This is an optimization exercise on Yosys and OpenROAD, whose aim is small area, a short achievable clock period and few clock cycles per item, not a production implementation. Function was checked by simulation only, so behaviour that the tests miss may differ from the original.

## mmult
module mmult(
    input clk,
    input reset_n,
    input enable,
    input [0:9*8-1] A_mat,
    input [0:9*8-1] B_mat,
    output valid,
    output [0:9*17-1] C_mat
);
    reg [0:71] A, B;
    reg [1:0] cnt;
    wire load = !enable || !reset_n;
    assign valid = cnt[1] & cnt[0];
    reg [0:152] S;
    reg [0:8] K;
    wire [7:0] a0 = A[0:7];
    wire [7:0] a1 = A[24:31];
    wire [7:0] a2 = A[48:55];
    wire [7:0] b0 = B[0:7];
    wire [7:0] b1 = B[8:15];
    wire [7:0] b2 = B[16:23];
    wire [16:0] acc0 = S[0:16];
    wire [0:0] k0 = K[0:0];
    wire c00_p0_0 = ~a0[0] & ~b0[0];
    wire c00_p0_1 = ~a0[0] & ~b0[1];
    wire c00_p0_2 = ~a0[0] & ~b0[2];
    wire c00_p0_3 = ~a0[0] & ~b0[3];
    wire c00_p0_4 = ~a0[0] & ~b0[4];
    wire c00_p0_5 = ~a0[0] & ~b0[5];
    wire c00_p0_6 = ~a0[0] & ~b0[6];
    wire c00_p0_7 = ~a0[0] & ~b0[7];
    wire c00_p1_0 = ~a0[1] & ~b0[0];
    wire c00_p1_1 = ~a0[1] & ~b0[1];
    wire c00_p1_2 = ~a0[1] & ~b0[2];
    wire c00_p1_3 = ~a0[1] & ~b0[3];
    wire c00_p1_4 = ~a0[1] & ~b0[4];
    wire c00_p1_5 = ~a0[1] & ~b0[5];
    wire c00_p1_6 = ~a0[1] & ~b0[6];
    wire c00_p1_7 = ~a0[1] & ~b0[7];
    wire c00_p2_0 = ~a0[2] & ~b0[0];
    wire c00_p2_1 = ~a0[2] & ~b0[1];
    wire c00_p2_2 = ~a0[2] & ~b0[2];
    wire c00_p2_3 = ~a0[2] & ~b0[3];
    wire c00_p2_4 = ~a0[2] & ~b0[4];
    wire c00_p2_5 = ~a0[2] & ~b0[5];
    wire c00_p2_6 = ~a0[2] & ~b0[6];
    wire c00_p2_7 = ~a0[2] & ~b0[7];
    wire c00_p3_0 = ~a0[3] & ~b0[0];
    wire c00_p3_1 = ~a0[3] & ~b0[1];
    wire c00_p3_2 = ~a0[3] & ~b0[2];
    wire c00_p3_3 = ~a0[3] & ~b0[3];
    wire c00_p3_4 = ~a0[3] & ~b0[4];
  ...
For scale: roughly 310 flip-flops, about 27000 sq um of cells after synthesis.
Settings: LEC_CHECK=0, CAP_MARGIN=20, CORE_MARGIN=2, CORE_UTILIZATION=40, CTS_CLUSTER_DIAMETER=150, CTS_CLUSTER_SIZE=20, SLEW_MARGIN=20; clock period 11.0 ns.
standard.sh (not shown) runs the stock make flow with config.mk's settings and CLKGATE_MAP_FILE= SYNTH_SCRIPT=/design/flow/synth_recipe.tcl, a recipe that flattens the netlist after the stock synthesis.
==> flow/flow/run.sh <==
#!/bin/bash
# Standard layout, with these changes: Yosys's "abc -fast" pre-pass is skipped
# (so the full adders extract with clean polarity), the port buffers are the
# smallest plain buffer instead of the delay buffer buffer_ports picks, and
# timing repair aims for 6.8 ns of setup slack instead of 0.
export SYNTH_ARGS=-noabc
export BUFFER_PORTS_ARGS="-buffer_cell sky130_fd_sc_hd__buf_1"
export SETUP_SLACK_MARGIN=6.8
bash standard.sh > standard.log 2>&1
The starting point completed without violations.
Testbench counts at the start, summed over its fixed seeds: cycles 2,048, items 512.
Edit:
--- a/flow/flow/run.sh
+++ b/flow/flow/run.sh
@@ -5 +5 @@
-# timing repair aims for 6.8 ns of setup slack instead of 0.
+# timing repair aims for 7.0 ns of setup slack instead of 0.
@@ -8 +8 @@
-export SETUP_SLACK_MARGIN=6.8
+export SETUP_SLACK_MARGIN=7.0
What happened:
- design area goes up by a few percent
- count of clock-buffer cells in the layout does not change
- synthesized area stays the same
- via count goes up slightly
- non-clock buffer count goes up by 25
- register-to-register slack gets better by 0.21 ns
- worst hold slack gets better by 0.0050 ns
- global-route usage goes up by 0.36 points
- wire length goes up by a few percent
- die area is unchanged
Edit:
--- a/flow/flow/run.sh
+++ b/flow/flow/run.sh
@@ -5 +5 @@
-# timing repair aims for 7.0 ns of setup slack instead of 0.
+# timing repair aims for 6.9 ns of setup slack instead of 0.
@@ -8 +8 @@
-export SETUP_SLACK_MARGIN=7.0
+export SETUP_SLACK_MARGIN=6.9
- CORE_UTILIZATION: 40 -> 60
Count of clock-buffer cells in the layout is lower by 1.
Fmax drops by 2.1%.
Via count went up by 0.58%.
Global-route usage goes up by 9.3 points.
Clock skew is about the same.

port drivers added, routing unchanged:
How much do the figures lean on ideal ports? The routed layouts below were timed once more, with nothing changed but the port constraints.
Step 1 (the two cells are an assumption about what drives the block):
set clk [get_ports {clk}]
set_driving_cell -lib_cell sky130_fd_sc_hd__clkbuf_16 $clk
set_driving_cell -lib_cell sky130_fd_sc_hd__buf_2 [delete_from_list [all_inputs] $clk]
Step 2 also shifts input and output timing later by t, the mid clock arrival at the registers, as if the neighbouring blocks saw the same clock.
a / b / c = ideal ports / drivers / drivers and shift; a / b = the first two.
run	t, ns	setup slack, ns	cell pins on the clock port's net
the first run	0.617	6.860 / 6.796 / 6.483	1
the second run	0.603	7.044 / 6.987 / 6.719	1
the third run	0.613	6.960 / 6.901 / 6.441	1
After both steps every run listed still meets setup and hold. The setup slack of the third run, which loses most, moves by -0.059 ns with the drivers and by -0.519 ns with both steps.
